Background: an optimization exercise with open tools, aiming at small area. Do not read the settings as production practice.
In this exercise RTL edits were held to simulation tests only and were not proved equivalent to the original.
Power figures rest on the tool's default switching activity, not on a simulated workload.

==> flow/design.v (excerpt) <==
module systolic_cube_with_mc #(
    parameter ARRAY_NUM = 3,
    parameter BLOCK_NUM = 3,
    parameter CUBE_NUM  = 3,  
    parameter RAM_DEPTH = 2048
) (
    input  wire                         iClk,
    input  wire                         iRst,
    input  wire                         iStart,
    output wire                         oReady,
    output wire [$clog2(RAM_DEPTH)-1:0] oAddrForDataWeightRam,
    input  wire [31:0]                  iDataFromDataRam,
    input  wire [31:0]                  iWeightFromWeightRam,
    output wire                         oWrEnForResultRam,
    output wire [$clog2(RAM_DEPTH)-1:0] oAddrForResultRam,
    output wire [31:0]                  oDataToResultRam
);
Settings: LEC_CHECK=0, ABC_AREA=1, CAP_MARGIN=5, CORE_MARGIN=2, CORE_UTILIZATION=45, CTS_CLUSTER_DIAMETER=100, CTS_CLUSTER_SIZE=22, SLEW_MARGIN=5; clock period 10.0 ns.
standard.sh (not shown) runs the stock make flow with config.mk's settings and CLKGATE_MAP_FILE= SYNTH_SCRIPT=/design/flow/synth_recipe.tcl, a recipe that flattens the netlist after the stock synthesis.
==> flow/flow/run.sh <==
#!/bin/bash
# The standard layout (standard.sh), with two changes to synthesis, neither
# of which touches the registers:
#  - Yosys's synth skips its quick ABC pass (synth -noabc), so the full
#    adders that extract_fa finds are the ones the RTL writes, without the
#    inverters the quick mapping leaves around them;
#  - the final technology mapping runs ABC with flow/abc_area.script (two
#    rounds of choice-based area mapping with don't-care resubstitution, and
#    no buffering or sizing, which placement repairs later).
set -euo pipefail
W=$(pwd)
sed 's/yosys synth -nofsm -noshare /yosys synth -nofsm -noshare -noabc /' "$W/synth_recipe.tcl" > "$W/synth_noabc.tcl"
grep -q -- '-noabc' "$W/synth_noabc.tcl"
cat > "$W/synth_abc.tcl" <<EOT
proc abc {args} {
  set i [lsearch -exact \$args -script]
  if { \$i >= 0 } { set args [lreplace \$args [expr {\$i + 1}] [expr {\$i + 1}] {$W/flow/abc_area.script}] }
  yosys abc {*}\$args
}
source {$W/synth_noabc.tcl}
EOT
bash "$W/standard.sh" "SYNTH_SCRIPT=$W/synth_abc.tcl" finish > "$W/standard.log" 2>&1
==> flow/flow/abc_area.script <==
strash
&get -n
&st
&dch -f
&nf -a -R 1000
&put
mfs2
strash
&get -n
&st
&dch -f
&nf -a -R 1000
&put
topo
Then changed:
==> flow/run.sh (new file) <==
#!/bin/bash
# synth_recipe.tcl (not shown) runs the flow's synth.tcl, then flattens the netlist and writes it again
# the make line also repeats each setting of config.mk as NAME=value (left out here)
make -C /OpenROAD-flow-scripts/flow DESIGN_CONFIG=/design/flow/config.mk WORK_HOME=/design/flow/orfs CLKGATE_MAP_FILE= SYNTH_SCRIPT=/design/flow/synth_recipe.tcl finish
- CAP_MARGIN: 5 -> 20
- SLEW_MARGIN: 5 -> 20
removed: flow/flow/run.sh
removed: flow/flow/abc_area.script
removed: flow/standard.sh
Outcome:
- maximum frequency went up by 2.7%
- sequential power is lower by about 1%
- setup slack improved by 0.23 ns
- worst hold slack degrades by 0.035 ns
- cell count is higher by 29%
- total power went down by 6.3%
Then changed:
==> flow/flow/run.sh (new file) <==
#!/bin/bash
# The standard layout (standard.sh), with two changes to synthesis, neither
# of which touches the registers:
#  - Yosys's synth skips its quick ABC pass (synth -noabc), so the full
#    adders that extract_fa finds are the ones the RTL writes, without the
#    inverters the quick mapping leaves around them;
#  - the final technology mapping runs ABC with flow/abc_area.script (two
#    rounds of choice-based area mapping with don't-care resubstitution, and
#    no buffering or sizing, which placement repairs later).
set -euo pipefail
W=$(pwd)
sed 's/yosys synth -nofsm -noshare /yosys synth -nofsm -noshare -noabc /' "$W/synth_recipe.tcl" > "$W/synth_noabc.tcl"
grep -q -- '-noabc' "$W/synth_noabc.tcl"
cat > "$W/synth_abc.tcl" <<EOT
proc abc {args} {
  set i [lsearch -exact \$args -script]
  if { \$i >= 0 } { set args [lreplace \$args [expr {\$i + 1}] [expr {\$i + 1}] {$W/flow/abc_area.script}] }
  yosys abc {*}\$args
}
source {$W/synth_noabc.tcl}
EOT
bash "$W/standard.sh" "SYNTH_SCRIPT=$W/synth_abc.tcl" finish > "$W/standard.log" 2>&1
==> flow/flow/abc_area.script (new file) <==
strash
&get -n
&st
&dch -f
&nf -a -R 1000
&put
mfs2
strash
&get -n
&st
&dch -f
&nf -a -R 1000
&put
topo
==> flow/standard.sh (new file) <==
#!/bin/bash
# synth_recipe.tcl (not shown) runs the flow's synth.tcl, then flattens the netlist and writes it again
# the make line also repeats each setting of config.mk as NAME=value (left out here)
make -C /OpenROAD-flow-scripts/flow DESIGN_CONFIG=/design/flow/config.mk WORK_HOME=/design/flow/orfs CLKGATE_MAP_FILE= SYNTH_SCRIPT=/design/flow/synth_recipe.tcl "${@:-finish}"
removed: flow/run.sh
=>
- critical path depth went up by 4
- cell count went down by 22%
- worst setup slack degrades by 0.28 ns
- fmax went down by 3.3%
- final area went down by 6.5%
- synthesized area went down by 9.6%
- global-route usage went up by 1.6 points
Then changed:
- PLACE_DENSITY: unset -> 0.75
After rerunning:
- final area is about the same
- die area stays the same
- total power decreases by about 0.5%
- clock-buffer cell count does not change
- combinational power increases by about 5%

========
job 101:
systolic_cube_with_mc, a different RTL version from the one above (not shown whole).
Size in the first run: roughly 5,700 cells after synthesis, ~120 I/O pins.
## systolic_cube_with_mc
module systolic_cube_with_mc #(
    parameter ARRAY_NUM = 3,
    parameter BLOCK_NUM = 3,
    parameter CUBE_NUM  = 3,  
    parameter RAM_DEPTH = 2048
) (
    input  wire                         iClk,
    input  wire                         iRst,
    input  wire                         iStart,
    output wire                         oReady,
    output wire [$clog2(RAM_DEPTH)-1:0] oAddrForDataWeightRam,
    input  wire [31:0]                  iDataFromDataRam,
    input  wire [31:0]                  iWeightFromWeightRam,
    output wire                         oWrEnForResultRam,
    output wire [$clog2(RAM_DEPTH)-1:0] oAddrForResultRam,
    output wire [31:0]                  oDataToResultRam
);
Settings: LEC_CHECK=0, ABC_AREA=1, CAP_MARGIN=20, CORE_MARGIN=2, CORE_UTILIZATION=45, CTS_CLUSTER_DIAMETER=100, CTS_CLUSTER_SIZE=24, SLEW_MARGIN=20; clock period 10.0 ns.
==> flow/flow/run.sh <==
#!/bin/bash
# The standard layout (standard.sh), with two changes to synthesis, neither
# of which touches the registers:
#  - Yosys's synth skips its quick ABC pass (synth -noabc), so the full
#    adders that extract_fa finds are the ones the RTL writes, without the
#    inverters the quick mapping leaves around them;
#  - the final technology mapping runs ABC with flow/abc_area.script (two
#    rounds of choice-based area mapping (amap) with resubstitution, and
#    no buffering or sizing, which placement repairs later).
set -euo pipefail
W=$(pwd)
sed 's/yosys synth -nofsm -noshare /yosys synth -nofsm -noshare -noabc /' "$W/synth_recipe.tcl" > "$W/synth_noabc.tcl"
grep -q -- '-noabc' "$W/synth_noabc.tcl"
cat > "$W/synth_abc.tcl" <<EOT
proc abc {args} {
  set i [lsearch -exact \$args -script]
  if { \$i >= 0 } { set args [lreplace \$args [expr {\$i + 1}] [expr {\$i + 1}] {$W/flow/abc_area.script}] }
  yosys abc {*}\$args
}
source {$W/synth_noabc.tcl}
EOT
bash "$W/standard.sh" "SYNTH_SCRIPT=$W/synth_abc.tcl" finish > "$W/standard.log" 2>&1
==> flow/flow/abc_area.script <==
strash
dch -f
amap
mfs2
strash
dch -f
amap
topo
Edits applied to the flow inputs when going from job 101 to job 102:
Settings: CORE_UTILIZATION changed from 45 to 55; CTS_CLUSTER_SIZE changed from 24 to 22.
==> comparison <==
Job 102 -> job 101: path depth of the worst reg2reg path delta 0, exact match
As far as routed length per placed instance is concerned, job 101 and job 102 perform about the same.
Between job 101 and job 102, the post-CTS clock slew at the launch and capture registers of the worst setup and hold paths figures differ only marginally.
First-pass GRT wire length, job 102 vs job 101: down by a few percent
| timing-limited maximum frequency | higher: job 102 |
Diff job 101 -> job 102: number of max-capacitance violations reported saw little to no change; routing usage on met2 picked up an extra 9.7 points; part of the cycle the worst path needs fell by 1.5 points; area added between synthesis and finish now sits lower.
On die footprint: job 102 sits below job 101.
Against job 101 as the reference, job 102 delivers a lower total power.
Inputs modified between job 102 and job 103:
Settings: CORE_UTILIZATION now 45, was 55.
[summary]
When job 103 is measured against job 102, its share of power burned in combinational logic turns out 0.3 points lower. From job 102 to job 103 the numbers moved as follows: slew of the pin with the lowest slew margin lost 0.074 ns, share of the core filled with cells in the final layout fell by 11 points.

==> afterwards: timing with drivers on the ports <==
Ports are ideal in the flow. The routed layouts listed here were re-timed in OpenROAD. Step 1 (the two cells are an assumption about what drives the block):
set clk [get_ports {iClk}]
set_driving_cell -lib_cell sky130_fd_sc_hd__clkbuf_16 $clk
set_driving_cell -lib_cell sky130_fd_sc_hd__buf_2 [delete_from_list [all_inputs] $clk]
Step 2 adds t to the input delays and takes it off the output delays; t is the mean of the earliest and latest rising clock arrival at the registers after step 1. Input paths then give back, and output paths get back, about the clock's delay inside the block. Slacks: no drivers / after step 1 / after step 2; pairs: no drivers / after step 1.
run	t, ns	setup WS [ns]	worst slew at a driven data input, ns
the first run of note 1	0.803	1.532 / 1.532 / 1.532	0.05
the second run of note 1	0.805	1.758 / 1.758 / 1.758	0.08
the third run of note 1	0.800	1.476 / 1.476 / 1.476	0.05
the fourth run of note 1	0.795	1.394 / 1.394 / 1.394	0.06
job 101	0.785	0.413 / 0.413 / 0.413	0.10
job 102	0.786	0.559 / 0.559 / 0.559	0.05
job 103	0.786	0.485 / 0.485 / 0.485	0.10
After both steps every run listed still meets setup and hold.
